From an optimization exercise on the open Yosys and OpenROAD flow, aimed at small area, a short achievable clock period and few clock cycles; shortcuts taken in it are not production practice.
RTL that was checked went through simulation tests only; none was proved equivalent to the original.
Only the layout flow was run in run 1; the RTL was not checked for function there.
No activity file was given, so power comes from the tool's default toggle rates.

**flow/config.mk**
```make
export PLATFORM = sky130hd
export DESIGN_NAME = copyEngine
export DESIGN_NICKNAME = copyEngine
export VERILOG_FILES = /design/flow/design.v
export SDC_FILE = /design/flow/constraint.sdc
export NUM_CORES = 4
export LEC_CHECK = 0
export CAP_MARGIN = 20
export CORE_MARGIN = 2
export CORE_UTILIZATION = 65
export SLEW_MARGIN = 20
```
**flow/constraint.sdc**
```tcl
create_clock -name core_clock -period 10.0 [get_ports {clk}]
set_input_delay 2.0000 -clock core_clock [delete_from_list [all_inputs] [get_ports {clk}]]
set_output_delay 2.0000 -clock core_clock [all_outputs]
set_load 0.01 [all_outputs]
```
**flow/design.v**
```verilog
module copyEngine  #(
    parameter DATA_WIDTH       = 64,
    parameter ADDR_WIDTH       = 32,
    parameter LEN              = 16,
    parameter FULL_WORD_SIZE   = DATA_WIDTH / 8
) (
    input                             rstn,
    input                             clk,
    input                             src_dw_sel_i, 
    input                             dst_dw_sel_i, 
    input                             copy_i,
    input                             set_i,
    input        [7:0]                setVal_i,
    input                             flush_i,
    input        [LEN-1:0]            len_i,
    input        [ADDR_WIDTH-1:0]     src_i,
    input        [ADDR_WIDTH-1:0]     dst_i,
    output logic                      done_o,
    output logic                      mem_re_r,
    output logic [ADDR_WIDTH-1:0]     mem_rad_r,
    input                             mem_rreq_rdy,
    input        [DATA_WIDTH-1:0]     mem_rdat,
    input                             mem_rdat_rdy,
    output logic [FULL_WORD_SIZE-1:0] mem_bwe_r,
    output logic [ADDR_WIDTH-1:0]     mem_wad_r,
    output logic [DATA_WIDTH-1:0]     mem_wdat_r,
    input                             mem_wreq_rdy,
    output logic                      flush_r,
    output logic [ADDR_WIDTH-1:0]     cmd_adr_r,
    input                             cmd_rdy
);
    localparam int K  = 4;                
    localparam int PW = $clog2(K);
    localparam int WH = LEN - 2;
    logic              idle_r;            
    logic              busy_r;            
    logic              copy_r;            
    logic              sdw_r, ddw_r;      
    logic [1:0]        os_r, od_r;        
    logic [1:0]        lm_r;              
    logic [WH-1:0]     rh_r;              
    logic [1:0]        rc_r;
    logic [1:0]        wo_r;              
    logic [1:0]        dl_r;              
    logic              prime_r;           
    logic              rrem_r;            
    logic              wbusy_r;           
    logic [WH-1:0]     wh_r;              
    logic [1:0]        wc_r;
    logic [29:0]       sadr_r;            
    logic [29:0]       dadr_r;            
    logic              wv_r;              
    logic [7:0]        bwe_r;
    logic [7:0]        wd_r [6];          
    logic [23:0]       prev_r;            
    logic [K-1:0]      resv_r;            
    logic [PW:0]       wp_r, rp_r;        
    logic [31:0]       fifo_r [K];
    logic      pgt_r;                     
    wire [1:0] t   = os_r - od_r - 2'd1;  
    wire [1:0] we   = od_r + lm_r;        
    wire       raccept = mem_re_r & mem_rreq_rdy;
    wire       rh0     = rh_r == 0;
    wire       rh1     = rh_r == 1;
    wire       rmore   = ~((rh0 & (rc_r[1] == 1'b0)) | (rh1 & (rc_r == 2'd0)));
    wire       fne     = (wp_r != rp_r);
    wire       rdone   = ~rrem_r & ~resv_r[0];
    wire       pneed   = copy_r & prime_r & pgt_r;
    wire       pr_base = wbusy_r & ~pneed;
    wire       dok_reg = ~copy_r | fne | rdone;
    wire       hv      = fne | mem_rdat_rdy;
    wire       produce = pr_base & (~wv_r | mem_wreq_rdy) & (dok_reg | mem_rdat_rdy);
    wire       ppop    = pneed & hv;
    wire       pop     = ppop | (produce & copy_r & hv);
    wire       fpush   = mem_rdat_rdy;
    wire       fpop    = pop;
    wire       wh0  = wh_r == 0;
    wire       wh1  = wh_r == 1;
    wire       wh2  = wh_r == 2;
    wire       last = (wh0 & (wc_r == 2'd2)) | (wh1 & (wc_r == 2'd1)) | (wh2 & (wc_r == 2'd0));
    wire [1:0] hi   = last ? we : 2'd3;
    logic [3:0] mask;
    always_comb
        for (int i = 0; i < 4; i++) mask[i] = (i >= wo_r) && (i <= hi);
    wire [7:0] bwe_n = ddw_r ? {mask[3], mask[3], mask[2], mask[2], mask[1], mask[1], mask[0], mask[0]}
                             : {4'b0, mask};
    wire [31:0] rdin = sdw_r ? {mem_rdat[55:48], mem_rdat[39:32], mem_rdat[23:16], mem_rdat[7:0]}
                             : mem_rdat[31:0];
    wire [31:0] head = fne ? fifo_r[rp_r[PW-1:0]] : rdin;
    wire [55:0] cf   = {fifo_r[rp_r[PW-1:0]], prev_r};
    wire [55:0] cr   = {rdin, prev_r};
    wire [31:0] alf  = cf[8*t +: 32];
    wire [31:0] alr  = cr[8*t +: 32];
    wire [31:0] al   = fne ? alf : alr;
    wire [1:0] os_i  = src_dw_sel_i ? src_i[2:1] : src_i[1:0];
    wire [1:0] od_i  = dst_dw_sel_i ? dst_i[2:1] : dst_i[1:0];
    wire       wz_i = ~|{od_i, len_i[1:0]};
    wire       wg_i = od_i[1] & len_i[1] & (od_i[0] | len_i[0]);
    wire       rz_i = ~|{os_i, len_i[1:0]};
    wire       rg_i = os_i[1] & len_i[1] & (os_i[0] | len_i[0]);
    wire [1:0] wc_i = set_i ? {wg_i, ~wz_i & ~wg_i} : {~wz_i, wz_i | wg_i};
    wire [1:0] rc_i = {rg_i, ~rz_i & ~rg_i};
    logic       last0_i;                  
    always_comb
        case (od_i)
            2'd0: last0_i = len_i[LEN-1:2] == 0 || len_i == 4;
            2'd1: last0_i = len_i[LEN-1:2] == 0;
            2'd2: last0_i = len_i[LEN-1:2] == 0 && len_i[1:0] != 3;
            default: last0_i = len_i[LEN-1:2] == 0 && len_i[1] == 0;
        endcase
    wire [1:0] e0_i  = len_i[1:0] + od_i - 2'd1;
    wire [1:0] hi0_i = last0_i ? e0_i : 2'd3;
    logic [3:0] mask0_i;
    always_comb
        for (int i = 0; i < 4; i++) mask0_i[i] = (i >= od_i) && (i <= hi0_i);
    wire [7:0] bwe0_i = dst_dw_sel_i ? {mask0_i[3], mask0_i[3], mask0_i[2], mask0_i[2],
                                        mask0_i[1], mask0_i[1], mask0_i[0], mask0_i[0]}
                                     : {4'b0, mask0_i};
    always_ff @(posedge clk or negedge rstn) begin
        if (~rstn) begin
            idle_r   <= 1'b1;
            busy_r   <= 1'b0;
            copy_r   <= 1'b0;
            mem_re_r <= 1'b0;
            flush_r  <= 1'b0;
            rrem_r   <= 1'b0;
            wbusy_r  <= 1'b0;
            wv_r     <= 1'b0;
            bwe_r    <= 8'd0;
            resv_r   <= '0;
            wp_r     <= '0;
            rp_r     <= '0;
        end
        else begin
            if (idle_r) begin
                idle_r   <= ~(copy_i | set_i | flush_i);
                busy_r   <= copy_i | set_i | flush_i;
                copy_r   <= copy_i;
                mem_re_r <= copy_i;
                rrem_r   <= copy_i;
                wbusy_r  <= copy_i | (set_i & ~last0_i);
                flush_r  <= flush_i;
            end
            else begin
                if ((flush_r & cmd_rdy) | (wv_r & mem_wreq_rdy & ~wbusy_r)) begin
                    idle_r  <= 1'b1;
                    busy_r  <= 1'b0;
                end
                if (flush_r & cmd_rdy)
                    flush_r <= 1'b0;
                if (raccept)
                    rrem_r <= rmore;
                if (raccept)
                    mem_re_r <= rmore & (pop ? ~resv_r[K-1] : ~resv_r[K-2]);
                else
                    mem_re_r <= rrem_r & (pop | ~resv_r[K-1]);
                if (produce & last)
                    wbusy_r <= 1'b0;
            end
            if (idle_r) begin
                bwe_r <= set_i ? bwe0_i : 8'd0;
                wv_r  <= set_i;
            end
            else if (produce) begin
                bwe_r <= bwe_n;
                wv_r  <= 1'b1;
            end
            else if (mem_wreq_rdy) begin
                bwe_r <= 8'd0;
                wv_r  <= 1'b0;
            end
            if (raccept & ~pop)
                resv_r <= {resv_r[K-2:0], 1'b1};
            else if (~raccept & pop)
                resv_r <= {1'b0, resv_r[K-1:1]};
            if (fpush) wp_r <= wp_r + 1'b1;
            if (fpop)  rp_r <= rp_r + 1'b1;
        end
    end
    always_ff @(posedge clk) begin
        pgt_r <= os_r > od_r;             
        if (idle_r) begin
            sdw_r    <= src_dw_sel_i;
            ddw_r    <= dst_dw_sel_i;
            os_r     <= os_i;
            od_r     <= od_i;
            wo_r     <= set_i ? 2'd0 : od_i;
            lm_r     <= len_i[1:0] - 2'd1;
            dl_r     <= dst_i[1:0];
            prime_r  <= 1'b1;
            wh_r     <= len_i[LEN-1:2];
            wc_r     <= wc_i;
            rh_r     <= len_i[LEN-1:2];
            rc_r     <= rc_i;
            sadr_r   <= src_dw_sel_i ? {1'b0, src_i[31:3]} : src_i[31:2];
            dadr_r   <= (dst_dw_sel_i & ~flush_i) ? {1'b0, dst_i[31:3]} : dst_i[31:2];
            wd_r[0]  <= setVal_i;
            wd_r[1]  <= dst_dw_sel_i ? 8'd0 : setVal_i;
            wd_r[2]  <= setVal_i;
            wd_r[3]  <= dst_dw_sel_i ? 8'd0 : setVal_i;
            wd_r[4]  <= setVal_i;
            wd_r[5]  <= setVal_i;
        end
        else begin
            if (raccept) begin
                sadr_r <= sadr_r + 1'b1;
                if (rc_r != 0)
                    rc_r <= rc_r - 1'b1;
                else
                    rh_r <= rh_r - 1'b1;
            end
            if (ppop)
                prime_r <= 1'b0;
            if (produce) begin
                wo_r    <= 2'd0;
                prime_r <= 1'b0;
                if (wc_r != 0)
                    wc_r <= wc_r - 1'b1;
                else
                    wh_r <= wh_r - 1'b1;
            end
            if (wv_r & mem_wreq_rdy)
                dadr_r <= dadr_r + 1'b1;
            if (produce & copy_r) begin
                wd_r[0] <= al[7:0];
                wd_r[1] <= ddw_r ? 8'd0 : al[15:8];
                wd_r[2] <= ddw_r ? al[15:8] : al[23:16];
                wd_r[3] <= ddw_r ? 8'd0 : al[31:24];
                wd_r[4] <= al[23:16];
                wd_r[5] <= al[31:24];
            end
        end
        if (pop)
            prev_r <= head[31:8];
        if (fpush)
            fifo_r[wp_r[PW-1:0]] <= rdin;
    end
    assign done_o     = ~busy_r;
    assign mem_rad_r  = {2'b0, sadr_r};
    assign mem_wad_r  = {2'b0, dadr_r};
    assign cmd_adr_r  = {dadr_r, dl_r};
    assign mem_bwe_r  = bwe_r;
    assign mem_wdat_r = {8'd0, wd_r[5], 8'd0, wd_r[4], wd_r[3], wd_r[2], wd_r[1], wd_r[0]};
endmodule
```
**flow/flow/run.sh**
```bash
#!/bin/bash
bash standard.sh "BUFFER_PORTS_ARGS=-buffer_cell sky130_fd_sc_hd__buf_1" SETUP_SLACK_MARGIN=7 TNS_END_PERCENT=10 "CTS_ARGS=-sink_clustering_enable -repair_clock_nets -dont_use_dummy_load -buf_list {sky130_fd_sc_hd__clkbuf_4 sky130_fd_sc_hd__clkbuf_8}" finish > standard.log 2>&1
```
**flow/standard.sh**
```bash
#!/bin/bash
# synth_recipe.tcl (not shown) runs the flow's synth.tcl, then flattens the netlist and writes it again
# the make line also repeats each setting of config.mk as NAME=value (left out here)
make -C /OpenROAD-flow-scripts/flow DESIGN_CONFIG=/design/flow/config.mk WORK_HOME=/design/flow/orfs CLKGATE_MAP_FILE= SYNTH_SCRIPT=/design/flow/synth_recipe.tcl "${@:-finish}"
```
==> results of run 1 <==
==> flip-flops by register name, summed over array words and instances, names as in the netlist, 3 cells and up <==
| signal | count |
|---|---|
| rp_r | 3 |
| prev_r | 24 |
| rh_r | 14 |
| sadr_r | 30 |
| resv_r | 4 |
| wp_r | 3 |
| dadr_r | 30 |
| bwe_r | 6 |
| fifo_r | 128 |
| wd_r | 48 |
| wh_r | 14 |
==> cell usage in the layout, fill, tap and decap left out, drive strengths merged, types with 7 or more instances in the layout <==
cell type	Yosys	routed
a211oi	15	15
a21boi	8	8
a21oi	89	89
a31oi	26	26
and2	11	11
and3	30	30
and4	11	11
buf	80	346
clkbuf	50	67
conb	1	20
dfrtp	23	23
edfxtp	304	304
ha	25	25
inv	75	74
mux2	43	43
mux2i	61	61
mux4	50	50
nand2	164	164
nand2b	8	8
nand3	32	32
nand4	19	19
nor2	97	97
nor3	40	40
nor3b	7	7
nor4	10	10
o21a	9	9
o21ai	59	59
o31ai	7	7
or3	8	8
xnor2	41	41
xor2	44	44
==> report_power, final <==
group	total [uW]	internal [uW]	switching (uW)
sequential	2760	2350	404
combinational	3330	1360	1970
clock	937	474	463
total	7030	4190	2840
==> worst paths after layout <==
| path | startpoint | end | slack (ps) | cells after the start |
|---|---|---|---|---|
| max | dadr_r[21] | mem_wad_r[21] | 6770 | 1 |
| min | prime_r | prime_r | 510 | 2 |
| max reg2reg | idle_r | bwe_r[1] | 7050 | 5 |
| min reg2reg | prime_r | prime_r | 510 | 2 |
| min in group asynchronous | rstn | bwe_r[6] | 1440 | 2 |
| max in group asynchronous | rstn | idle_r | 8260 | 2 |
==> cell families (layout without fill, tap and decap cells) <==
kind of cell | after synthesis | in the layout | share of synthesized area, %
XOR/XNOR | 85 | 85 | 4.41
AND/OR/NAND/NOR | 444 | 444 | 11.8
flip-flops | 330 | 330 | 55.3
adder cells (fa/ha/maj) | 25 | 25 | 1.77
multiplexers | 154 | 154 | 12.6
buffers and inverters | 205 | 488 | 5.75
other | 1 | 22 | 0.0212
AO/OA/AOI/OAI | 244 | 244 | 8.35
==> metal layers <==
layer  up-vias  track usage [%]  routed length [um]
met5         -                0                  11
met4         2             8.58                1210
met3        82             5.26                3120
li1       6005                -                   -
met1      6180             38.8               17300
met2       563             47.2               20400
==> final cells by class <==
type	count	area, sq um	area share (%)
antenna	2	5.00	0.0248
sequential	330	9780	48.4
inverter	75	287	1.42
clock buffer	54	743	3.68
tap	341	427	2.11
timing repair buffer	359	1710	8.49
multi-input combinational	972	7240	35.8
==> per-stage QoR <==
stage / power (uW) / hold WS, ps / setup WS, ps / util [%]
final: 7030 / 508 / 6770 / 75.3
after floorplan: 5010 / 450 / 6270 / -
after detailed placement: 5860 / 501 / 5520 / 70.1
after global routing: 7460 / 547 / 6720 / 75.3
after CTS: 6900 / 503 / 6710 / 74.0
after global placement: 5750 / 459 / 5520 / 70.1
==> what timing repair did <==
item	CTS	global route
endpoints found under the setup margin	355	251
resized for setup	51	42
setup buffers	13	34
pin swaps	10	7
==> worst reg2reg max path: stages, from the launching register on <==
cell and delay (ps):
dfstp_4 960, buf_4 900, nand3_1 350, o311ai_0 390, o21ai_0 130, a21oi_1 160
==> results.yml, run 1 <==
layout:
  drive_gt1_share_pct: 15.6
  fin_cells: 2133
  stdcell_area_sq_um: 20200
  layout.nets: 1980
  num-fill-cells: 1824
  area_growth_pct: 14.3
synthesis:
  ys_warn_count: 2
  synthTopCellsByArea: "edfxtp_1 52%, mux4_2 6.4%, nand2_1 3.5%"
  synth-edff-count: 304
  ys.flop_type: "edfxtp_1"
  synth_top_area_share_pct: 51.7
  synth-seq-cells: 330
  synth_top_cell_by_area: "edfxtp_1"
  netlist_top_cells_count: "304 x edfxtp_1, 164 x nand2_1, 97 x nor2_1"
  netlist_area_sq_um: 17700
  synth.distinct_cells: 59
  synth.avg_cell_area_sq_um: 11.9
  yosysSeqAreaShare_pct: 55.3
  async_reset_ff_share_pct: 7.27
  netlist_instances: 1488
  synth.most_common_cell: "edfxtp_1"
clocking:
  clockBufferDepth: 3
  postCtsHoldBufs: 0
  cts_buffers: 54
  htreeDepth: 2
  root_buffer: "clkbuf_8"
  cts_tree: "done"
  clkTransAtPathRegs_ps: 60
  cts_sinks: 330
  insertion_delay_ps: 580
sta:
  timing.fmax_ghz: 0.309
  worst_slew_pin_slew_ps: 1100
  hold_viol_final: 0
  layout_worst_path_cycle_share_pct: 32.3
  rsz0062_at_grt: "yes"
  slew_headroom_pct: 26.8
  finClkSkew_ps: 37.9
  finalSetupTns_ps: 0
  period_needed_ps: 3230
  maxSlewViolCount: 0
  setup_viol_count_final: 0
die:
  coreArea_sq_um: 26800
  num_rows: 60
  die_y_um: 169
  initial_utilization_pct: 65.9
  die_area_sq_um: 28500
  die_x_um: 169
  io_pins: 334
worst_setup_path:
  worst_ep_arrival_time_ps: 1230
  cpMaxStageDelayCell: "edfxtp_1"
  end_kind: "output port"
  required_ps: 8000
  path_buf_inv: 1
  critical_path.top_delay_family: "flip-flops"
  crit_chain: "clkbuf_2"
  crit_path_start_kind: "register"
  critPathKind: "register to output port"
  cp_slowest_stage_delay_ps: 500
  path_max_fanout: 4
routing:
  drtIter0Drc: 1150
  drt_pre_antenna_iters: 5
  wire_per_inst_um: 19.7
  drt_wl_total_mm: 42.0
  viasPerCell: 6.02
  route.vias.total: 12800
  drc_errors: 0
  ant_nets: 0
global_routing:
  grt_usage_pct: 28.5
  grt_overflow: 0
  grt_max_degree: 95
  grt_pass1_wl_mm: 63.6
  antenna_found_initial: 3
  grt_pass1_vias: 11800
place:
  place_hpwl_mm: 28.7
  gp_congestion: 0.874
  place_inst: 2030
  numPortBuffers: 297
  placed_cell_area_sq_um: 18800
power:
  ir_worst_vdd_mv: 0.241
  powerDensity_nw_per_um2: 348
  leakage_uw: 0.00750
worst_hold_path:
  hold_path_class: "register to register"
outcome:
  status: "finished clean"
run:
  drv_cap: 0
==> inputs of run 2 (changes only) <==
--- a/flow/design.v
+++ b/flow/design.v
@@ -40,4 +40,5 @@
     logic [1:0]        lm_r;              
-    logic [WH-1:0]     rh_r;              
-    logic [1:0]        rc_r;
+    logic              rfirst_r;          
+    logic              nr1_r;             
+    logic              dneg_r;            
     logic [1:0]        wo_r;              
@@ -62,5 +63,7 @@
     wire       raccept = mem_re_r & mem_rreq_rdy;
-    wire       rh0     = rh_r == 0;
-    wire       rh1     = rh_r == 1;
-    wire       rmore   = ~((rh0 & (rc_r[1] == 1'b0)) | (rh1 & (rc_r == 2'd0)));
+    wire [3:0] wsm     = {1'b0, wh_r[2:0]} + {2'b0, wc_r};               
+    wire [2:0] nresv   = {2'b0, resv_r[0]} + {2'b0, resv_r[1]} + {2'b0, resv_r[2]} + {2'b0, resv_r[3]};
+    wire       rmore   = rfirst_r ? ~nr1_r
+                       : (wh_r[WH-1:3] != 0) |
+                         ({wsm} + {3'b0, prime_r & pgt_r} > {1'b0, nresv} + 4'd2 + {3'b0, dneg_r});
     wire       fne     = (wp_r != rp_r);
@@ -98,6 +101,11 @@
     wire       wg_i = od_i[1] & len_i[1] & (od_i[0] | len_i[0]);
-    wire       rz_i = ~|{os_i, len_i[1:0]};
-    wire       rg_i = os_i[1] & len_i[1] & (os_i[0] | len_i[0]);
     wire [1:0] wc_i = set_i ? {wg_i, ~wz_i & ~wg_i} : {~wz_i, wz_i | wg_i};
-    wire [1:0] rc_i = {rg_i, ~rz_i & ~rg_i};
+    logic       nr1_i;
+    always_comb
+        case (os_i)
+            2'd0: nr1_i = len_i[LEN-1:2] == 0 || len_i == 4;
+            2'd1: nr1_i = len_i[LEN-1:2] == 0;
+            2'd2: nr1_i = len_i[LEN-1:2] == 0 && len_i[1:0] != 3;
+            default: nr1_i = len_i[LEN-1:2] == 0 && len_i[1] == 0;
+        endcase
     logic       last0_i;                  
@@ -180,3 +188,4 @@
     always_ff @(posedge clk) begin
-        pgt_r <= os_r > od_r;             
+        pgt_r  <= os_r > od_r;
+        dneg_r <= (({1'b0, os_r} + {1'b0, lm_r}) > 3'd3) ^ (({1'b0, od_r} + {1'b0, lm_r}) > 3'd3) ^ (os_r > od_r);
         if (idle_r) begin
@@ -192,4 +201,4 @@
             wc_r     <= wc_i;
-            rh_r     <= len_i[LEN-1:2];
-            rc_r     <= rc_i;
+            rfirst_r <= 1'b1;
+            nr1_r    <= nr1_i;
             sadr_r   <= src_dw_sel_i ? {1'b0, src_i[31:3]} : src_i[31:2];
@@ -206,6 +215,3 @@
                 sadr_r <= sadr_r + 1'b1;
-                if (rc_r != 0)
-                    rc_r <= rc_r - 1'b1;
-                else
-                    rh_r <= rh_r - 1'b1;
+                rfirst_r <= 1'b0;
             end
==> flow/flow/run.sh (replaced) <==
#!/bin/bash
bash standard.sh "BUFFER_PORTS_ARGS=-buffer_cell sky130_fd_sc_hd__buf_1" SETUP_SLACK_MARGIN=7 TNS_END_PERCENT=10 "CTS_ARGS=-sink_clustering_enable -repair_clock_nets -dont_use_dummy_load" finish > standard.log 2>&1
==> run 2 against run 1 <==
Against the previous run:
- hold slack worse by 24 ps
- register-to-register slack worse by 30 ps
- first-iteration DRC count up 15%
- total power down 2.3%
- cell area down 4.1%
- via count down 3.5%
- fmax up 2.2%
- cell count down 4.0%
- largest cell class unchanged
- highest routed layer is now met4
==> results.yml, run 2 <==
power:
  p_sw_uw: 2790
  swShare_pct: 40.7
  power_frac_comb_pct: 46.0
  ir_worst_vdd_mv: 0.229
  sequentialPowerShare_pct: 38.3
  clockPowerShare_pct: 15.6
  p_int_uw: 4070
  leakage_uw: 0.00709
  powerDensity_nw_per_um2: 355
synthesis:
  netlist_top_cells_count: "289 x edfxtp_1, 167 x nand2_1, 113 x nor2_1"
  ys.flop_type: "edfxtp_1"
  synth-seq-cells: 317
  ys_warn_count: 2
  synthTopCellsByArea: "edfxtp_1 51%, mux4_2 4.6%, mux2i_1 4.2%"
  netlist_instances: 1454
  synth-edff-count: 289
  synth.distinct_cells: 71
  synth_top_area_share_pct: 51.0
  yosysSeqAreaShare_pct: 55.0
  async_reset_ff_share_pct: 7.57
  synth_mux_area_share_pct: 11.9
  synth_adder_area_share_pct: 2.65
  synth_compound_area_share_pct: 9.17
  synth_top_cell_by_area: "edfxtp_1"
  netlist_area_sq_um: 17000
  synth.most_common_cell: "edfxtp_1"
  synth.avg_cell_area_sq_um: 11.7
  synthXorXnorAreaFrac_pct: 4.11
  yosys.area_share.simple_pct: 11.6
  synth_top_family_by_area: "multiplexers"
layout:
  stdcell_area_sq_um: 19300
  layout.nets: 1909
  area_growth_pct: 13.7
  largest_reg_flops: 128
  drive_gt1_share_pct: 11.9
  final_common_cell: "edfxtp_1"
  final_cell_mix: "289 x edfxtp_1, 286 x buf_1, 163 x nand2_1, 113 x nor2_1, 101 x a21oi_1"
die:
  num_rows: 59
  die_x_um: 166
  die_area_sq_um: 27500
  coreArea_sq_um: 25900
  die_y_um: 166
  initial_utilization_pct: 65.7
  io_pins: 334
worst_setup_path:
  r2r_end: "wd_r[5][5]"
  worst_ep_arrival_time_ps: 1160
  cp_slowest_stage_delay_ps: 500
  critical_path.top_delay_family: "flip-flops"
  rr_worst_depth: 8
  rrSetupSlack_ps: 7020
  required_ps: 8000
  r2r-start: "rp_r[1]"
  crit_path_start_kind: "register"
  end_kind: "output port"
  critPathKind: "register to output port"
  path_buf_inv: 1
  path_max_fanout: 7
  crit_chain: "buf_1"
  cpMaxStageDelayCell: "edfxtp_1"
worst_hold_path:
  hold_depth: 2
  min_from: "prime_r"
  min_to: "prime_r"
  hold_path_class: "register to register"
sta:
  layout_worst_path_cycle_share_pct: 31.6
  finalSetupTns_ps: 0
  finClkSkew_ps: 38.2
  slew_headroom_pct: 40.9
  worst_slew_pin_slew_ps: 887
  timing.fmax_ghz: 0.316
  maxSlewViolCount: 0
  rsz0062_at_grt: "yes"
  setup_viol_count_final: 0
  hold_viol_final: 0
  period_needed_ps: 3160
routing:
  drc_errors: 0
  drtIter0Drc: 1328
  ant_nets: 0
  viasPerCell: 6.05
  route.vias.total: 12400
  wire_per_inst_um: 20.1
  drt_pre_antenna_iters: 5
  drt_wl_total_mm: 41.0
clocking:
  cts_tree: "done"
  clkTransAtPathRegs_ps: 60
  cts_sinks: 317
  clockBufferDepth: 3
  cts_buffers: 35
  insertion_delay_ps: 520
  root_buffer: "clkbuf_16"
  htreeDepth: 2
global_routing:
  grt_max_degree: 91
  grt_pass1_vias: 11600
  grt_usage_pct: 29.0
  grt_overflow: 0
  antenna_found_initial: 1
  grt_pass1_wl_mm: 63.3
place:
  gp_congestion: 0.871
  numPortBuffers: 297
  place_hpwl_mm: 27.8
  placed_cell_area_sq_um: 18100
outcome:
  status: "finished clean"
run:
  drv_cap: 0
## run 2: cell count changes in the layout (fill, tap and decap cells not counted), moves of 18 or more
cell       previous run  this run
clkbuf_8             54         0
clkbuf_16             0        35
buf_4                59        29
inv_1                72        43
nor3_1               39        16
o21ai_1               1        19
## run 2: stage by stage
stage | util (%) | total power [uW] | hold slack, ps | instances | setup slack (ps)
floorplan | - | 4860 | 436 | 1473 | 6530
global placement | 69.7 | 5570 | 453 | 1992 | 5830
detailed placement | 69.7 | 5660 | 474 | 1992 | 5800
CTS | 74.0 | 6850 | 486 | 2039 | 6830
global route | 74.7 | 7300 | 524 | 2047 | 6790
finish | 74.7 | 6860 | 483 | 2047 | 6840
## run 2: worst reg2reg max path, delay by kind of cell (launching register included)
family                    cells  cell delay [ps]
muxes                         3              880
and+or+nand+nor               1              360
buffers and inverters         2              710
AOI/OAI and AO/OA             1              130
DFF                           1              340
xor gates and xnor gates      1              260
## run 2: kinds of logic after synthesis
logic type	count (synthesis)
mux	152
xor+xnor	79
compound gates	261
other cells	1
buf+inv	179
simple gates	432
fa+ha+maj	33
flops	317
## run 2: layout make-up
class	instances	area, sq um
inverter	51	195
multi-input combinational	980	7060
timing repair buffer	328	1430
clock buffer	35	876
sequential	317	9370
tap	335	419
antenna	1	2.50
fill	1782	6560
## run 2: timing repair
action | CTS | global route
hold buffers | 0 | 0
pin swaps | 3 | 10
buffers inserted | 9 | 7
gates resized for setup | 35 | 27
gates cloned | 3 | 0
endpoints found under the setup margin | 482 | 308
## run 2: worst max path at each step
stage / start / end / slack (ps) / cells past startpoint
6_report: sadr_r[11] / mem_rad_r[11] / 6840 / 1
4_1_cts: dadr_r[20] / mem_wad_r[20] / 6830 / 1
5_1_grt: dadr_r[7] / cmd_adr_r[9] / 6790 / 1
3_3_place_gp: dst_dw_sel_i / bwe_r[2] / 5830 / 9
3_5_place_dp: dst_dw_sel_i / bwe_r[2] / 5800 / 9
2_1_floorplan: dst_dw_sel_i / bwe_r[2] / 6530 / 10
## run 2: power groups by stage
stage	clock, uW	combinational [uW]	sequential (uW)
2_1_floorplan	0	2200	2660
5_1_grt	1140	3470	2690
6_report	1070	3160	2630
3_5_place_dp	0	2980	2670
4_1_cts	1090	3110	2650
3_3_place_gp	0	2920	2650
## run 2: per-layer routing
| metal | up-vias | track usage [%] | wire length (um) | part of all wire, % |
|---|---|---|---|---|
| met4 | 0 | 10.4 | 1460 | 3.5 |
| met1 | 5993 | 40.5 | 17000 | 41 |
| met2 | 534 | 46.5 | 19600 | 48 |
| met5 | - | 0 | 0 | 0 |
| li1 | 5772 | - | - | - |
| met3 | 85 | 5.12 | 2980 | 7.3 |
Testbench counts of run 2, summed over its fixed seeds: cycles 24,052.
==> inputs of run 3 (changes only) <==
==> flow/flow/run.sh (replaced) <==
#!/bin/bash
bash standard.sh "BUFFER_PORTS_ARGS=-buffer_cell sky130_fd_sc_hd__buf_1" SETUP_SLACK_MARGIN=7 TNS_END_PERCENT=10 "CTS_ARGS=-sink_clustering_enable -repair_clock_nets -dont_use_dummy_load -buf_list {sky130_fd_sc_hd__clkbuf_8} -sink_clustering_size 20 -sink_clustering_max_diameter 60" finish > standard.log 2>&1
==> run 3 against run 2 <==
Against the previous run:
- clock power shrank 39%
- utilization decreased by 1.8 points
- area after synthesis unchanged
- cell area decreased by 2.3%
- fmax down 2.9%
- hold slack better by 4.8 ps
- routed wire length is 2.6% lower
- synthesized cell count unchanged
- critical path type unchanged
- critical endpoint is now cmd_adr_r[24]
- highest routed layer unchanged
==> results.yml, run 3 <==
global_routing:
  grt_max_degree: 91
  grt_usage_pct: 27.8
  grt_overflow: 0
  use_met3_pct: 3.84
  antenna_found_initial: 2
  grt_pass1_vias: 11300
  grt_pass1_wl_mm: 61.2
  grt_use_met2_pct: 44.9
  met1_usage_pct: 40.1
  top_usage_layer: "met2"
clocking:
  cts_buffers: 28
  insertion_delay_ps: 590
  clkTransAtPathRegs_ps: 110
  htreeDepth: 1
  cts_tree: "done"
  cts_sinks: 317
  root_buffer: "clkbuf_8"
  postCtsHoldBufs: 0
  clockBufferDepth: 3
synthesis:
  netlist_top_cells_count: "289 x edfxtp_1, 167 x nand2_1, 113 x nor2_1"
  netlist_area_sq_um: 17000
  ys.flop_type: "edfxtp_1"
  synth-edff-count: 289
  synth.avg_cell_area_sq_um: 11.7
  synth.distinct_cells: 71
  synthTopCellsByArea: "edfxtp_1 51%, mux4_2 4.6%, mux2i_1 4.2%"
  synth_top_area_share_pct: 51.0
  synth.most_common_cell: "edfxtp_1"
  ys_warn_count: 2
  synth_top_cell_by_area: "edfxtp_1"
  netlist_instances: 1454
  yosysSeqAreaShare_pct: 55.0
  synth-seq-cells: 317
  async_reset_ff_share_pct: 7.57
layout:
  largest_reg_flops: 128
  regArea_sq_um: 9370
  multiInputGateArea_sq_um: 6910
  final_common_cell: "edfxtp_1"
  drive_gt1_share_pct: 13.6
  final_cell_mix: "289 x edfxtp_1, 269 x buf_1, 163 x nand2_1, 113 x nor2_1, 101 x a21oi_1"
  area_growth_pct: 11.0
  num-fill-cells: 1881
  layout.nets: 1928
routing:
  route.vias.total: 12300
  drt_pre_antenna_iters: 8
  viasPerCell: 5.94
  ant_nets: 0
  drt_wl_total_mm: 40.0
  wire_per_inst_um: 19.3
  drtIter0Drc: 1236
  drc_errors: 0
worst_setup_path:
  path_max_fanout: 3
  cp_slowest_stage_delay_ps: 510
  cpMaxStageDelayCell: "edfxtp_1"
  required_ps: 8000
  crit_path_start_kind: "register"
  rrSetupSlack_ps: 6920
  end_kind: "output port"
  worst_ep_arrival_time_ps: 1260
  critical_path.top_delay_family: "flip-flops"
  r2r-start: "idle_r"
  critPathKind: "register to output port"
  path_buf_inv: 1
  crit_path_start: "dadr_r[22]"
  r2r_end: "dadr_r[15]"
  crit_chain: "buf_1"
  rr_worst_depth: 4
worst_hold_path:
  hold_depth: 2
  min_to: "rfirst_r"
  hold_path_class: "register to register"
  min_from: "rfirst_r"
die:
  io_pins: 334
  coreArea_sq_um: 25900
  initial_utilization_pct: 65.7
  die_y_um: 166
  die_area_sq_um: 27500
  num_rows: 59
  die_x_um: 166
sta:
  finClkSkew_ps: 49.4
  setup_viol_count_final: 0
  maxSlewViolCount: 0
  finalSetupTns_ps: 0
  timing.fmax_ghz: 0.307
  layout_worst_path_cycle_share_pct: 32.6
  rsz0062_at_grt: "yes"
  worst_slew_pin_slew_ps: 888
  hold_viol_final: 0
  period_needed_ps: 3260
  slew_headroom_pct: 40.8
place:
  place_hpwl_mm: 27.8
  gp_congestion: 0.871
  numPortBuffers: 297
power:
  p_total_uw: 6480
  ir_worst_vdd_mv: 0.189
  leakage_uw: 0.00699
  powerDensity_nw_per_um2: 343
run:
  drv_cap: 0
outcome:
  status: "finished clean"
run 3: cell counts after synthesis:
No cell type changed its count.
run 3: metrics by stage:
stage / hold WS, ps / util (%) / area, sq um / std cells / setup WS (ps)
floorplan: 436 / - / 17200 / 1473 / 6530
global placement: 453 / 69.7 / 18100 / 1992 / 5830
detailed placement: 474 / 69.7 / 18100 / 1992 / 5800
CTS: 494 / 71.6 / 18600 / 2024 / 6710
global route: 523 / 72.9 / 18900 / 2067 / 6710
finish: 488 / 72.9 / 18900 / 2067 / 6740
run 3: layout make-up:
class | count | area share (%)
Tap cell | 335 | 2.22
Sequential cell | 317 | 49.6
Inverter | 51 | 1.02
Clock buffer | 28 | 2.04
Timing Repair Buffer | 356 | 8.54
Antenna cell | 2 | 0.0265
Multi-Input combinational cell | 978 | 36.6
run 3: where the power goes:
group / internal (uW) / switching [uW] / total (uW)
clock network: 249 / 399 / 648
registers: 2240 / 384 / 2620
logic: 1280 / 1930 / 3210
run 3: cell families (layout without fill, tap and decap cells):
kind of cell	count (synthesis)	after routing	synth area share [%]
simple gates	432	433	11.6
flops	317	317	55.0
compound gates	261	261	9.17
buf+inv	179	435	5.54
mux	152	152	11.9
xor+xnor	79	79	4.11
fa+ha+maj	33	33	2.65
other cells	1	22	0.0220
run 3: what timing repair did:
item	CTS	global route
buffers inserted	3	41
resized for setup	22	24
cloned	1	0
setup endpoints to repair	415	434
pin swaps	1	0
run 3: per-layer routing:
| layer | wire, um | up-vias |
|---|---|---|
| li1 | - | 5800 |
| met5 | 0 | - |
| met1 | 17300 | 5903 |
| met4 | 1190 | 0 |
| met3 | 2530 | 80 |
| met2 | 19000 | 493 |
run 3: worst max path at each step:
stage / endpoint / slack (ps) / depth (start not counted)
floorplan: bwe_r[2] / 6530 / 10
global placement: bwe_r[2] / 5830 / 9
detailed placement: bwe_r[2] / 5800 / 9
CTS: mem_wad_r[20] / 6710 / 1
global route: mem_wad_r[20] / 6710 / 1
finish: cmd_adr_r[24] / 6740 / 1
==> inputs of run 4 (changes only) <==
==> flow/flow/run.sh (replaced) <==
#!/bin/bash
bash standard.sh "BUFFER_PORTS_ARGS=-buffer_cell sky130_fd_sc_hd__buf_1" SETUP_SLACK_MARGIN=7.3 TNS_END_PERCENT=10 "CTS_ARGS=-sink_clustering_enable -repair_clock_nets -dont_use_dummy_load -buf_list {sky130_fd_sc_hd__clkbuf_8 sky130_fd_sc_hd__clkbuf_16} -sink_clustering_size 24 -sink_clustering_max_diameter 80" finish > standard.log 2>&1
==> run 4 against run 3 <==
Against the previous run:
- still clean on timing, DRC and antenna
- routed wire length increased by 4.2%
- combinational power up 13%
- cell area grew 5.0%
- die area unchanged
- total power grew 6.9%
- synthesized cell count did not move
- worst setup slack better by 88 ps
- global-route usage increased by 1.1 points
- largest power group unchanged
- highest routed layer unchanged
==> results.yml, run 4 <==
global_routing:
  grt_pass1_wl_mm: 63.6
  grt_max_degree: 73
  grt_usage_pct: 28.9
  antenna_found_initial: 2
  grt_pass1_vias: 11600
  grt_overflow: 0
routing:
  viasPerCell: 5.99
  drc_errors: 0
  drtIter0Drc: 1344
  ant_nets: 0
  drt_wl_total_mm: 41.7
  wire_per_inst_um: 19.9
  drt_pre_antenna_iters: 5
  route.vias.total: 12600
sta:
  layout_worst_path_cycle_share_pct: 31.7
  slew_headroom_pct: 34.8
  timing.fmax_ghz: 0.316
  hold_slack_ps: 493
  maxSlewViolCount: 0
  finClkSkew_ps: 43.9
  worst_slew_pin_slew_ps: 978
  finalSetupTns_ps: 0
  hold_viol_final: 0
  setup_viol_count_final: 0
  period_needed_ps: 3170
  rsz0062_at_grt: "yes"
synthesis:
  synth.most_common_cell: "edfxtp_1"
  ys_warn_count: 2
  synth.distinct_cells: 71
  synthTopCellsByArea: "edfxtp_1 51%, mux4_2 4.6%, mux2i_1 4.2%"
  synth-seq-cells: 317
  synth-edff-count: 289
  yosysSeqAreaShare_pct: 55.0
  netlist_top_cells_count: "289 x edfxtp_1, 167 x nand2_1, 113 x nor2_1"
  synth_top_cell_by_area: "edfxtp_1"
  synth_top_area_share_pct: 51.0
  netlist_instances: 1454
  async_reset_ff_share_pct: 7.57
  netlist_area_sq_um: 17000
  ys.flop_type: "edfxtp_1"
  synth.avg_cell_area_sq_um: 11.7
die:
  coreArea_sq_um: 25900
  io_pins: 334
  die_area_sq_um: 27500
  die_y_um: 166
  die_x_um: 166
  initial_utilization_pct: 65.7
  num_rows: 59
worst_setup_path:
  path_buf_inv: 1
  crit_chain: "buf_1"
  cp_slowest_stage_delay_ps: 510
  crit_path_start_kind: "register"
  cpMaxStageDelayCell: "edfxtp_1"
  end_kind: "output port"
  critical_path.top_delay_family: "flip-flops"
  path_max_fanout: 5
  required_ps: 8000
  critPathKind: "register to output port"
  worst_ep_arrival_time_ps: 1170
layout:
  layout.nets: 1956
  num-fill-cells: 1724
  final_common_cell: "edfxtp_1"
  largest_reg_flops: 128
  final_cell_mix: "289 x edfxtp_1, 260 x buf_1, 162 x nand2_1, 108 x nor2_1, 94 x a21oi_1"
  final_util_pct: 76.5
  drive_gt1_share_pct: 17.9
  area_growth_pct: 16.5
power:
  powerDensity_nw_per_um2: 349
  ir_worst_vdd_mv: 0.240
  leakage_uw: 0.00732
  p_total_uw: 6920
clocking:
  postCtsHoldBufs: 0
  clkTransAtPathRegs_ps: 100
  cts_sinks: 317
  clockBufferDepth: 3
  root_buffer: "clkbuf_16"
  cts_tree: "done"
  cts_buffers: 17
  insertion_delay_ps: 520
  htreeDepth: 1
place:
  gp_congestion: 0.871
  numPortBuffers: 297
  place_hpwl_mm: 27.8
outcome:
  status: "finished clean"
worst_hold_path:
  hold_path_class: "register to register"
run:
  drv_cap: 0
run 4: area by class of cell:
| cell class | count | area, sq um | area share [%] |
|---|---|---|---|
| multi-input combinational | 985 | 7420 | 37.4 |
| antenna | 3 | 7.51 | 0.0379 |
| clock buffer | 17 | 425 | 2.15 |
| tap | 335 | 419 | 2.11 |
| inverter | 51 | 199 | 1.00 |
| timing repair buffer | 388 | 2000 | 10.1 |
| sequential | 317 | 9370 | 47.2 |
run 4: final timing paths:
path	startpoint	end	slack, ps	cells past startpoint
min reg2reg	prime_r	prime_r	490	2
max reg2reg	idle_r	wh_r[2]	7070	3
max in group asynchronous	rstn	idle_r	8240	2
max	dadr_r[23]	cmd_adr_r[25]	6830	1
min	prime_r	prime_r	490	2
min in group asynchronous	rstn	mem_re_r	1470	2
run 4: per-stage QoR:
step | cell area (sq um) | worst slack (ps) | cells
final | 19800 | 6830 | 2096
after global routing | 19800 | 6810 | 2095
after CTS | 19200 | 6820 | 2042
after detailed placement | 18100 | 5800 | 1992
after global placement | 18100 | 5830 | 1992
after floorplan | 17200 | 6530 | 1473
run 4: per-layer routing:
layer	track usage [%]	share of wire, %	vias to the layer above
met5	0	0	-
met1	41.4	43	6150
li1	-	-	5873
met2	47.2	49	471
met4	8.36	2.9	0
met3	3.60	5.4	67
run 4: timing repair:
item,4_1_cts,5_1_grt
endpoints found under the setup margin,583,534
resized for setup,87,81
setup buffers,26,50
gates cloned,7,1
pin swaps,25,9
run 4: report_power, final:
part	switching (uW)	internal (uW)	total, uW
sequential	362	2240	2600
clock	394	306	699
combinational	2140	1490	3620
run 4: worst min-delay path: cells and delay by family, from the launching register on:
kind | cells | cell delay [ps]
and+or+nand+nor | 1 | 50
AOI/OAI and AO/OA | 1 | 60
DFF | 1 | 330
run 4: kinds of logic (layout without fill, tap and decap cells):
kind of cell             count (synthesis)  in the layout  synth area share, %
AO/OA/AOI/OAI                          261            261                 9.17
XOR/XNOR                                79             79                 4.11
adder cells (fa/ha/maj)                 33             33                 2.65
buffers and inverters                  179            456                 5.54
flip-flops                             317            317                 55.0
multiplexers                           152            152                 11.9
other                                    1             23               0.0220
AND/OR/NAND/NOR                        432            440                 11.6
==> inputs of run 5 (changes only) <==
==> flow/flow/run.sh (replaced) <==
#!/bin/bash
bash standard.sh "BUFFER_PORTS_ARGS=-buffer_cell sky130_fd_sc_hd__buf_1" SETUP_SLACK_MARGIN=7 TNS_END_PERCENT=30 "CTS_ARGS=-sink_clustering_enable -repair_clock_nets -dont_use_dummy_load -buf_list {sky130_fd_sc_hd__clkbuf_8 sky130_fd_sc_hd__clkbuf_16} -sink_clustering_size 24 -sink_clustering_max_diameter 80" finish > standard.log 2>&1
==> run 5 against run 4 <==
Against the previous run:
- area after synthesis stayed put
- worst setup slack better by 11 ps
- still clean on timing, DRC and antenna
- clock skew is 11 ps higher
- critical path type unchanged
- highest routed layer unchanged
- sequential power hardly changed
- register-to-register slack hardly changed
==> results.yml, run 5 <==
sta:
  period_needed_ps: 3160
  timing.fmax_ghz: 0.317
  finClkSkew_ps: 54.8
  rsz0062_at_grt: "yes"
  setup_ws_ps: 6840
  finalSetupTns_ps: 0
  layout_worst_path_cycle_share_pct: 31.6
  slew_headroom_pct: 40.3
  worst_slew_pin_slew_ps: 895
  maxSlewViolCount: 0
  hold_viol_final: 0
  setup_viol_count_final: 0
power:
  p_sw_uw: 2790
  power_frac_comb_pct: 51.0
  leakage_uw: 0.00730
  swShare_pct: 41.2
  ir_worst_vdd_mv: 0.234
  p_int_uw: 3990
  clockPowerShare_pct: 10.8
  powerDensity_nw_per_um2: 348
  sequentialPowerShare_pct: 38.2
synthesis:
  synth.distinct_cells: 71
  synth_top_area_share_pct: 51.0
  synth_top_cell_by_area: "edfxtp_1"
  netlist_area_sq_um: 17000
  synth-edff-count: 289
  ys_warn_count: 2
  netlist_instances: 1454
  synth.most_common_cell: "edfxtp_1"
  netlist_top_cells_count: "289 x edfxtp_1, 167 x nand2_1, 113 x nor2_1"
  synth-seq-cells: 317
  yosysSeqAreaShare_pct: 55.0
  synthTopCellsByArea: "edfxtp_1 51%, mux4_2 4.6%, mux2i_1 4.2%"
  synth.avg_cell_area_sq_um: 11.7
  async_reset_ff_share_pct: 7.57
  ys.flop_type: "edfxtp_1"
place:
  numPortBuffers: 297
  gp_congestion: 0.881
  pre_cts_ws_ps: 5750
  place_hpwl_mm: 27.9
global_routing:
  grt_pass1_vias: 11300
  grt_max_degree: 67
  grt_overflow: 0
  grt_usage_pct: 28.4
  grt_pass1_wl_mm: 62.5
  antenna_found_initial: 0
worst_setup_path:
  required_ps: 8000
  end_kind: "output port"
  r2r_end: "wd_r[2][3]"
  crit_path_start_kind: "register"
  rr_worst_depth: 9
  crit_chain: "clkbuf_2"
  cp_slowest_stage_delay_ps: 480
  path_buf_inv: 1
  critPathKind: "register to output port"
  rrSetupSlack_ps: 7070
  critical_path.top_delay_family: "flip-flops"
  r2r-start: "rp_r[1]"
  path_max_fanout: 4
  worst_ep_arrival_time_ps: 1160
  cpMaxStageDelayCell: "edfxtp_1"
worst_hold_path:
  min_to: "wp_r[2]"
  hold_depth: 1
  hold_path_class: "register to register"
  min_from: "wp_r[2]"
layout:
  largest_reg_flops: 128
  final_common_cell: "edfxtp_1"
  final_cell_mix: "289 x edfxtp_1, 242 x buf_1, 163 x nand2_1, 113 x nor2_1, 99 x a21oi_1"
  antenna_cells: 0
  drive_gt1_share_pct: 17.2
  num-fill-cells: 1807
  layout.nets: 1951
  area_growth_pct: 14.5
clocking:
  cts_buffers: 18
  clkTransAtPathRegs_ps: 90
  root_buffer: "clkbuf_16"
  insertion_delay_ps: 530
  clockBufferDepth: 3
  cts_sinks: 317
  postCtsHoldBufs: 0
  htreeDepth: 1
  cts_tree: "done"
routing:
  drt_wl_total_mm: 40.9
  route.vias.total: 12400
  drt_pre_antenna_iters: 5
  wire_per_inst_um: 19.6
  viasPerCell: 5.96
  ant_nets: 0
  drtIter0Drc: 1421
  drc_errors: 0
die:
  die_x_um: 166
  initial_utilization_pct: 65.7
  die_area_sq_um: 27500
  io_pins: 334
  num_rows: 59
  coreArea_sq_um: 25900
  die_y_um: 166
run:
  drv_cap: 0
outcome:
  status: "finished clean"
-- run 5: metrics by stage --
step / total power [uW] / instance area, sq um / hold slack (ps) / util, % / cells
after CTS: 6520 / 18800 / 494 / 72.6 / 2024
after floorplan: 4860 / 17200 / 436 / - / 1473
after detailed placement: 5660 / 18100 / 479 / 69.8 / 1992
after global routing: 7200 / 19500 / 518 / 75.2 / 2088
after global placement: 5570 / 18100 / 453 / 69.7 / 1991
final: 6780 / 19500 / 500 / 75.2 / 2088
-- run 5: layout make-up --
cell class | count | area, sq um | share of cell area (%)
Clock buffer | 18 | 450 | 2.31
Timing Repair Buffer | 389 | 2010 | 10.3
Sequential cell | 317 | 9370 | 48.1
Multi-Input combinational cell | 978 | 7040 | 36.1
Tap cell | 335 | 419 | 2.15
Inverter | 51 | 200 | 1.03
-- run 5: cell families after synthesis --
group	share of synthesized area, %
AND/OR/NAND/NOR	11.6
flip-flops	55.0
AO/OA/AOI/OAI	9.17
buffers and inverters	5.54
multiplexers	11.9
XOR/XNOR	4.11
adder cells (fa/ha/maj)	2.65
other	0.0220
-- run 5: layer usage --
layer / track usage (%) / vias up / part of all wire, %
li1: - / 5844 / -
met1: 41.3 / 6000 / 43
met2: 46.1 / 516 / 47
met3: 3.48 / 89 / 6.1
met4: 7.45 / 0 / 3.3
met5: 0 / - / 0
-- run 5: repair_timing --
action | CTS | global route
gates cloned | 1 | 0
endpoints found under the setup margin | 485 | 277
pin swaps | 5 | 8
buffers inserted | 13 | 64
resized for setup | 52 | 75
-- run 5: how the worst max path moves through the flow --
stage	start	endpoint	slack, ps	cells past startpoint
global route	dadr_r[12]	mem_wad_r[12]	6810	1
CTS	sadr_r[11]	mem_rad_r[11]	6800	1
global placement	dst_dw_sel_i	dadr_r[5]	5760	5
floorplan	dst_dw_sel_i	bwe_r[2]	6540	10
detailed placement	dst_dw_sel_i	bwe_r[2]	5750	9
finish	dadr_r[23]	cmd_adr_r[25]	6840	1
-- run 5: power by group through the flow --
stage / logic [uW] / clock network, uW / registers (uW)
floorplan: 2200 / 0 / 2660
detailed placement: 2980 / 0 / 2680
finish: 3460 / 732 / 2590
global placement: 2920 / 0 / 2650
global route: 3770 / 779 / 2640
CTS: 3160 / 742 / 2610
==> inputs of run 6 (changes only) <==
==> flow/flow/run.sh (replaced) <==
#!/bin/bash
bash standard.sh "BUFFER_PORTS_ARGS=-buffer_cell sky130_fd_sc_hd__buf_1" SETUP_SLACK_MARGIN=6.6 TNS_END_PERCENT=10 "CTS_ARGS=-sink_clustering_enable -repair_clock_nets -dont_use_dummy_load -buf_list {sky130_fd_sc_hd__clkbuf_8 sky130_fd_sc_hd__clkbuf_16} -sink_clustering_size 24 -sink_clustering_max_diameter 80" finish > standard.log 2>&1
==> run 6 against run 5 <==
Against the previous run:
- still clean
- clock power decreased by 4.4%
- sequential power is 2% higher
- register-to-register slack got worse by 320 ps
- utilization down 3.7 points
- total power shrank 6.5%
- die area unchanged
- worst setup slack got worse by 200 ps
- via count is 3.9% lower
- routed wire length shrank 4.8%
- hold slack got worse by 15 ps
==> results.yml, run 6 <==
clocking:
  post_cts_buffers: 0
  cts_tree: "done"
  htreeDepth: 1
  clockBufferDepth: 3
  cts_buffers: 17
  clkTransAtPathRegs_ps: 90
  postCtsHoldBufs: 0
  root_buffer: "clkbuf_16"
  cts_sinks: 317
  insertion_delay_ps: 510
power:
  leakage_uw: 0.00671
  swShare_pct: 41.7
  clockPowerShare_pct: 11.0
  p_sw_uw: 2640
  powerDensity_nw_per_um2: 342
  ir_worst_vdd_mv: 0.185
  sequentialPowerShare_pct: 41.8
  p_int_uw: 3700
  power_frac_comb_pct: 47.1
die:
  num_rows: 59
  initial_utilization_pct: 65.7
  die_x_um: 166
  die_area_sq_um: 27500
  coreArea_sq_um: 25900
  io_pins: 334
  die_y_um: 166
global_routing:
  grt_pass1_wl_mm: 61.4
  grt_usage_pct: 27.8
  antenna_found_initial: 2
  grt_max_degree: 103
  grt_overflow: 0
  grt_pass1_vias: 11200
sta:
  worst_slew_pin_slew_ps: 932
  finalSetupTns_ps: 0
  slew_headroom_pct: 37.9
  period_needed_ps: 3360
  maxSlewViolCount: 0
  hold_viol_final: 0
  finClkSkew_ps: 40.1
  setup_viol_count_final: 0
  layout_worst_path_cycle_share_pct: 33.6
  rsz0062_at_grt: "yes"
  hold_slack_ps: 485
  timing.fmax_ghz: 0.298
layout:
  area_growth_pct: 8.90
  drive_gt1_share_pct: 8.71
  layout.nets: 1875
  largest_reg_flops: 128
  final_common_cell: "buf_1"
  final_cell_mix: "293 x buf_1, 289 x edfxtp_1, 165 x nand2_1, 113 x nor2_1, 101 x a21oi_1"
routing:
  ant_nets: 0
  drc_errors: 0
  viasPerCell: 5.94
  drt_wl_total_mm: 39.0
  drt_pre_antenna_iters: 6
  drtIter0Drc: 1161
  route.vias.total: 12000
  wire_per_inst_um: 19.3
worst_setup_path:
  required_ps: 10160
  rr_worst_depth: 5
  cp_slowest_stage_delay_ps: 330
  crit_path_start_kind: "input pin"
  end_kind: "register"
  crit_chain: "buf_1 > nand2b_1 > and3_1 > o21a_2 > nand2_1 > nand2_8"
  r2r-start: "idle_r"
  worst_ep_arrival_time_ps: 3520
  critPathKind: "input pin to register"
  critical_path.top_delay_family: "simple AND/OR/NAND/NOR gates"
  path_buf_inv: 1
  rrSetupSlack_ps: 6750
  r2r_end: "wd_r[1][6]"
  cpMaxStageDelayCell: "nand2_8"
  path_max_fanout: 48
synthesis:
  async_reset_ff_share_pct: 7.57
  netlist_top_cells_count: "289 x edfxtp_1, 167 x nand2_1, 113 x nor2_1"
  netlist_area_sq_um: 17000
  synthTopCellsByArea: "edfxtp_1 51%, mux4_2 4.6%, mux2i_1 4.2%"
  synth_top_area_share_pct: 51.0
  synth_mux_area_share_pct: 11.9
  yosysSeqAreaShare_pct: 55.0
  ys.flop_type: "edfxtp_1"
  synthXorXnorAreaFrac_pct: 4.11
  netlist_instances: 1454
  synth_top_cell_by_area: "edfxtp_1"
  synth.avg_cell_area_sq_um: 11.7
  synth_compound_area_share_pct: 9.17
  synth_top_family_by_area: "multiplexers"
  synth-seq-cells: 317
  synth_adder_area_share_pct: 2.65
  synth-edff-count: 289
  yosys.area_share.simple_pct: 11.6
  synth.distinct_cells: 71
  synth.most_common_cell: "edfxtp_1"
  ys_warn_count: 2
place:
  place_hpwl_mm: 27.5
  numPortBuffers: 297
  gp_congestion: 0.864
worst_hold_path:
  hold_depth: 2
  min_to: "rfirst_r"
  hold_path_class: "register to register"
  min_from: "rfirst_r"
outcome:
  status: "finished clean"
run:
  drv_cap: 0
## run 6: cell counts after synthesis
No cell type changed its count.
## run 6: tightest hold or removal path, stage by stage, from the launching register on
cell and delay [ps]:
dfxtp_1 340, nand2_1 60, nand2_1 50
## run 6: stage by stage
| step | util (%) | cells | setup slack (ps) | cell area (sq um) | total power (uW) |
|---|---|---|---|---|---|
| after global placement | 69.7 | 1995 | 5830 | 18100 | 5560 |
| after detailed placement | 69.7 | 1995 | 5730 | 18100 | 5640 |
| after CTS | 71.4 | 2012 | 6520 | 18500 | 6340 |
| final | 71.5 | 2015 | 6640 | 18500 | 6340 |
| after floorplan | - | 1473 | 6450 | 17100 | 4850 |
| after global routing | 71.5 | 2014 | 6530 | 18500 | 6790 |
## run 6: repair_timing
item | 4_1_cts | 5_1_grt
resized for setup | 5 | 8
setup endpoints to repair | 100 | 90
pin swaps | 0 | 0
## run 6: per-layer routing
metal | up-vias | routed length, um | part of all wire, % | GRT usage (%)
li1 | 5691 | - | - | -
met1 | 5740 | 16900 | 43 | 40.6
met2 | 472 | 18600 | 48 | 44.7
met3 | 64 | 2390 | 6.1 | 3.41
met4 | 0 | 1080 | 2.8 | 8.36
met5 | - | 0 | 0 | 0
## run 6: power by group through the flow
| stage | Sequential (uW) | Combinational [uW] | Clock (uW) |
|---|---|---|---|
| floorplan | 2660 | 2190 | 0 |
| global placement | 2650 | 2910 | 0 |
| detailed placement | 2680 | 2960 | 0 |
| CTS | 2650 | 2990 | 710 |
| global route | 2720 | 3310 | 755 |
| finish | 2650 | 2990 | 700 |
## run 6: worst max-delay path by stage
stage | end | slack [ps] | startpoint | depth (start not counted)
after floorplan | bwe_r[2] | 6450 | dst_i[1] | 10
after global placement | bwe_r[2] | 5830 | dst_dw_sel_i | 9
after detailed placement | bwe_r[2] | 5730 | dst_dw_sel_i | 9
after CTS | wd_r[0][3] | 6520 | mem_wreq_rdy | 6
after global routing | wd_r[1][2] | 6530 | idle_r | 5
final | wd_r[3][6] | 6640 | mem_wreq_rdy | 6
## run 6: final cells by class
class / count / area (sq um)
inverter: 51 / 191
antenna: 3 / 7.51
sequential: 317 / 9370
fill: 1887 / 7380
tap: 335 / 419
multi-input combinational: 977 / 6850
clock buffer: 17 / 425
timing repair buffer: 315 / 1280
## run 6: cell families (layout without fill, tap and decap cells)
family	count (synthesis)	count (layout)
simple gates	432	432
flops	317	317
compound gates	261	261
buf+inv	179	383
mux	152	152
xor+xnor	79	79
fa+ha+maj	33	33
other cells	1	23
==> inputs of run 7 (changes only) <==
==> flow/flow/run.sh (replaced) <==
#!/bin/bash
bash standard.sh "BUFFER_PORTS_ARGS=-buffer_cell sky130_fd_sc_hd__buf_1" SETUP_SLACK_MARGIN=6.8 TNS_END_PERCENT=10 "CTS_ARGS=-sink_clustering_enable -repair_clock_nets -dont_use_dummy_load -buf_list {sky130_fd_sc_hd__clkbuf_8 sky130_fd_sc_hd__clkbuf_16} -sink_clustering_size 24 -sink_clustering_max_diameter 80" finish > standard.log 2>&1
==> run 7 against run 6 <==
Against the previous run:
- sequential share of layout area shrank 0.13 points
- worst setup slack gained 150 ps
- sequential cell count unchanged
- still clean on timing, DRC and antenna
- utilization up 0.18 points
- critical path depth fell by 5
- hold slack improved by 2.2 ps
- global-route usage is essentially flat
- sequential power is essentially flat
- critical path type is now register to output port
==> results.yml, run 7 <==
synthesis:
  synth_top_area_share_pct: 51.0
  synth.most_common_cell: "edfxtp_1"
  ys.flop_type: "edfxtp_1"
  synth.avg_cell_area_sq_um: 11.7
  synth.distinct_cells: 71
  yosysSeqAreaShare_pct: 55.0
  netlist_area_sq_um: 17000
  ys_warn_count: 2
  async_reset_ff_share_pct: 7.57
  synth-seq-cells: 317
  netlist_top_cells_count: "289 x edfxtp_1, 167 x nand2_1, 113 x nor2_1"
  synth_top_cell_by_area: "edfxtp_1"
  synthTopCellsByArea: "edfxtp_1 51%, mux4_2 4.6%, mux2i_1 4.2%"
  netlist_instances: 1454
  synth-edff-count: 289
worst_setup_path:
  r2r_end: "wd_r[2][7]"
  cp_num_cells: 1
  crit_path_start: "dadr_r[20]"
  end_kind: "output port"
  crit_end: "mem_wad_r[20]"
  r2r-start: "rp_r[1]"
  crit_path_start_kind: "register"
  worst_ep_arrival_time_ps: 1210
  rrSetupSlack_ps: 6880
  cp_slowest_stage_delay_ps: 530
  path_max_fanout: 6
  critPathKind: "register to output port"
  crit_chain: "buf_1"
  required_ps: 8000
  rr_worst_depth: 8
  cpMaxStageDelayCell: "edfxtp_1"
  critical_path.top_delay_family: "flip-flops"
  path_buf_inv: 1
clocking:
  insertion_delay_ps: 520
  clkTransAtPathRegs_ps: 90
  cts_sinks: 317
  root_buffer: "clkbuf_16"
  clockBufferDepth: 3
  cts_buffers: 17
  htreeDepth: 1
  cts_tree: "done"
  postCtsHoldBufs: 0
global_routing:
  grt_max_degree: 91
  grt_usage_pct: 27.8
  grt_overflow: 0
  grt_pass1_vias: 11200
  grt_pass1_wl_mm: 61.3
  antenna_found_initial: 2
sta:
  finalSetupTns_ps: 0
  timing.fmax_ghz: 0.312
  layout_worst_path_cycle_share_pct: 32.1
  hold_viol_final: 0
  period_needed_ps: 3210
  finClkSkew_ps: 47.4
  maxSlewViolCount: 0
  rsz0062_at_grt: "yes"
  setup_viol_count_final: 0
  slew_headroom_pct: 40.0
  hold_slack_ps: 487
  worst_slew_pin_slew_ps: 900
power:
  ir_worst_vdd_mv: 0.216
  powerDensity_nw_per_um2: 343
  p_sw_uw: 2670
  power_frac_comb_pct: 47.4
  sequentialPowerShare_pct: 41.6
  clockPowerShare_pct: 11.0
  leakage_uw: 0.00671
  swShare_pct: 41.9
  p_int_uw: 3700
die:
  io_pins: 334
  coreArea_sq_um: 25900
  die_y_um: 166
  initial_utilization_pct: 65.7
  die_area_sq_um: 27500
  num_rows: 59
  die_x_um: 166
routing:
  drc_errors: 0
  route.vias.total: 12100
  drt_wl_total_mm: 39.3
  drtIter0Drc: 1274
  ant_nets: 0
  viasPerCell: 6.00
  wire_per_inst_um: 19.5
  drt_pre_antenna_iters: 8
layout:
  final_cell_mix: "293 x buf_1, 289 x edfxtp_1, 163 x nand2_1, 113 x nor2_1, 101 x a21oi_1"
  fin_cells: 2014
  layout.nets: 1874
  largest_reg_flops: 128
  final_common_cell: "buf_1"
  num-fill-cells: 1913
  drive_gt1_share_pct: 9.25
  area_growth_pct: 9.18
place:
  numPortBuffers: 297
  gp_congestion: 0.871
  place_inst: 1992
  place_hpwl_mm: 27.8
outcome:
  status: "finished clean"
run:
  drv_cap: 0
worst_hold_path:
  hold_path_class: "register to register"
run 7: cell counts after synthesis:
Identical to the previous run, type by type.
run 7: power by group through the flow:
stage / clock network, uW / logic [uW] / registers (uW)
6_report: 698 / 3020 / 2650
5_1_grt: 751 / 3330 / 2710
4_1_cts: 714 / 3010 / 2650
3_5_place_dp: 0 / 2980 / 2670
3_3_place_gp: 0 / 2920 / 2650
2_1_floorplan: 0 / 2200 / 2660
run 7: cell type report:
type                            count  area [sq um]  share of cell area (%)
Timing Repair Buffer              313          1250                    6.74
Tap cell                          335           419                    2.26
Antenna cell                        3          7.51                  0.0404
Sequential cell                   317          9370                    50.4
Clock buffer                       17           425                    2.29
Inverter                           51           194                    1.04
Multi-Input combinational cell    978          6920                    37.2
run 7: worst reg2reg max path, cell delays in order, from the launching register on:
cell      delay (ps)
dfrtp_1          360
buf_6            340
xor2_1           270
or3_4            360
buf_6            370
mux2_2           450
a311oi_1         420
or3b_1           180
o211ai_1          90
run 7: per-stage QoR:
stage / util (%) / setup slack, ps / area, sq um / total power [uW]
after global placement: 69.7 / 5830 / 18100 / 5570
final: 71.7 / 6790 / 18600 / 6370
after CTS: 71.5 / 6560 / 18500 / 6370
after floorplan: - / 6530 / 17200 / 4860
after global routing: 71.7 / 6680 / 18600 / 6790
after detailed placement: 69.7 / 5800 / 18100 / 5660
run 7: worst min-delay path by stage:
stage	slack, ps	cells past startpoint	endpoint	start
floorplan	440	2	rfirst_r	rfirst_r
global route	530	1	rp_r[2]	rp_r[2]
detailed placement	470	2	prime_r	prime_r
CTS	490	2	rfirst_r	rfirst_r
global placement	450	2	rfirst_r	rfirst_r
finish	490	2	rfirst_r	rfirst_r
run 7: repair_timing:
action                                  CTS  global route
setup buffers                             1             0
pin swaps                                 1             1
cloned                                    0             1
endpoints found under the setup margin  116           199
resized for setup                        10             8
run 7: cell families after synthesis:
group,after synthesis,share of synthesized area (%)
AO/OA/AOI/OAI,261,9.17
other,1,0.0220
flip-flops,317,55.0
AND/OR/NAND/NOR,432,11.6
XOR/XNOR,79,4.11
buffers and inverters,179,5.54
multiplexers,152,11.9
adder cells (fa/ha/maj),33,2.65
run 7: routing by layer:
metal / vias up / track usage (%) / share of wire (%)
li1: 5693 / - / -
met5: - / 0 / 0
met3: 55 / 3.46 / 6.1
met2: 456 / 45.6 / 49
met1: 5885 / 40.2 / 43
met4: 0 / 6.96 / 2.5
==> inputs of run 8 (changes only) <==
==> flow/flow/run.sh (replaced) <==
#!/bin/bash
bash standard.sh "BUFFER_PORTS_ARGS=-buffer_cell sky130_fd_sc_hd__buf_1" SETUP_SLACK_MARGIN=7 TNS_END_PERCENT=10 "CTS_ARGS=-sink_clustering_enable -repair_clock_nets -dont_use_dummy_load -buf_list {sky130_fd_sc_hd__clkbuf_16} -sink_clustering_size 30 -sink_clustering_max_diameter 100" finish > standard.log 2>&1
==> run 8 against run 7 <==
Against the previous run:
- cell area up 1.5%
- cell count up 1.3%
- synthesized cell count unchanged
- critical path type unchanged
==> results.yml, run 8 <==
die:
  die_area_sq_um: 27500
  coreArea_sq_um: 25900
  initial_utilization_pct: 65.7
  die_y_um: 166
  io_pins: 334
  num_rows: 59
sta:
  period_needed_ps: 3200
  rsz0062_at_grt: "yes"
  hold_slack_ps: 489
  setup_viol_count_final: 0
  hold_viol_final: 0
  worst_slew_pin_slew_ps: 878
  slew_headroom_pct: 41.4
  layout_worst_path_cycle_share_pct: 32.0
  finalSetupTns_ps: 0
  maxSlewViolCount: 0
synthesis:
  synth.distinct_cells: 71
  async_reset_ff_share_pct: 7.57
  ys.flop_type: "edfxtp_1"
  synth_top_cell_by_area: "edfxtp_1"
  synth.most_common_cell: "edfxtp_1"
  ys_warn_count: 2
  synthTopCellsByArea: "edfxtp_1 51%, mux4_2 4.6%, mux2i_1 4.2%"
  synth-seq-cells: 317
  netlist_area_sq_um: 17000
  synth_top_area_share_pct: 51.0
power:
  leakage_uw: 0.00691
  powerDensity_nw_per_um2: 344
routing:
  wl_met3_mm: 2.56
  wire_per_inst_um: 19.5
  drt-met1-wl_mm: 17.1
  drc_errors: 0
  drt_pre_antenna_iters: 5
  top_layer: "met4"
  route.vias.total: 12100
  viasPerCell: 5.95
worst_setup_path:
  worst_ep_arrival_time_ps: 1200
  path_buf_inv: 1
  crit_path_start_kind: "register"
  critical_path.top_delay_family: "flip-flops"
  cp_slowest_stage_delay_ps: 510
  required_ps: 8000
  crit_chain: "buf_1"
  path_max_fanout: 3
  r2r-start: "rp_r[1]"
  end_kind: "output port"
worst_hold_path:
  min_from: "prime_r"
  hold_path_class: "register to register"
clocking:
  insertion_delay_ps: 510
  cts_sinks: 317
  clkTransAtPathRegs_ps: 110
  clockBufferDepth: 3
  root_buffer: "clkbuf_16"
  postCtsHoldBufs: 0
  htreeDepth: 1
  cts_tree: "done"
layout:
  drive_gt1_share_pct: 12.3
  largest_reg_flops: 128
  final_util_pct: 72.8
  area_growth_pct: 10.9
  final_common_cell: "edfxtp_1"
  final_cell_mix: "289 x edfxtp_1, 275 x buf_1, 163 x nand2_1, 113 x nor2_1, 100 x a21oi_1"
  layout.nets: 1901
  num-fill-cells: 1869
global_routing:
  grt_max_degree: 91
  grt_pass1_vias: 11200
  grt_pass1_wl_mm: 60.9
place:
  gp_congestion: 0.871
  numPortBuffers: 297
run:
  drv_cap: 0
outcome:
  status: "finished clean"
## run 8: cells by family (layout without fill, tap and decap cells)
group	count (synthesis)	in the layout	share of synthesized area (%)
AND/OR/NAND/NOR	432	433	11.6
flip-flops	317	317	55.0
AO/OA/AOI/OAI	261	261	9.17
buffers and inverters	179	408	5.54
multiplexers	152	152	11.9
XOR/XNOR	79	79	4.11
adder cells (fa/ha/maj)	33	33	2.65
other	1	23	0.0220
## run 8: timing repair
item,4_1_cts,5_1_grt
resized for setup,30,23
cloned,1,0
setup buffers,5,25
pin swaps,3,5
setup endpoints to repair,466,315
## run 8: cell type report
type	instances	area [sq um]	area share, %
multi-input combinational	978	6980	37.0
clock buffer	15	375	1.99
timing repair buffer	342	1520	8.06
tap	335	419	2.22
sequential	317	9370	49.6
inverter	51	195	1.03
antenna	3	7.51	0.0398
## run 8: final timing paths
path	depth (start not counted)	endpoint	slack, ps
setup / recovery	1	mem_wad_r[20]	6800
hold / removal	2	prime_r	490
setup reg to reg	8	wd_r[5][5]	7010
hold reg to reg	2	prime_r	490
max in group asynchronous	2	resv_r[2]	8220
min in group asynchronous	2	flush_r	1480
## run 8: routing by layer
| layer | GRT usage, % | vias up |
|---|---|---|
| met5 | 0 | - |
| met3 | 3.74 | 78 |
| met2 | 44.5 | 476 |
| met1 | 39.5 | 5836 |
| li1 | - | 5750 |
| met4 | 9.45 | 0 |
## run 8: power breakdown
part | total [uW] | switching [uW] | internal [uW]
sequential | 2600 | 367 | 2230
clock | 656 | 384 | 272
combinational | 3230 | 1960 | 1270
total | 6490 | 2710 | 3780
## run 8: metrics by stage
step | worst slack (ps) | instance area, sq um | std cells | power (uW)
final | 6800 | 18900 | 2041 | 6490
after global routing | 6780 | 18900 | 2040 | 6910
after CTS | 6780 | 18600 | 2013 | 6380
after detailed placement | 5800 | 18100 | 1992 | 5660
after global placement | 5830 | 18100 | 1992 | 5570
after floorplan | 6530 | 17200 | 1473 | 4860
## run 8: worst reg2reg max path, cell delays in order, from the launching register on
cell	delay, ps
dfrtp_1	370
buf_6	340
xor2_1	240
or3_4	360
buf_6	370
mux2i_1	510
mux2i_1	140
mux2i_1	270
a21oi_1	130

Re-timed with assumed drivers on the ports (clkbuf_16 on the clock, buf_2 on other inputs), run 8 has 6.757 ns of setup slack against 6.803 ns with ideal ports, and 6.358 ns once port delays also move by the mid clock arrival of 0.531 ns.
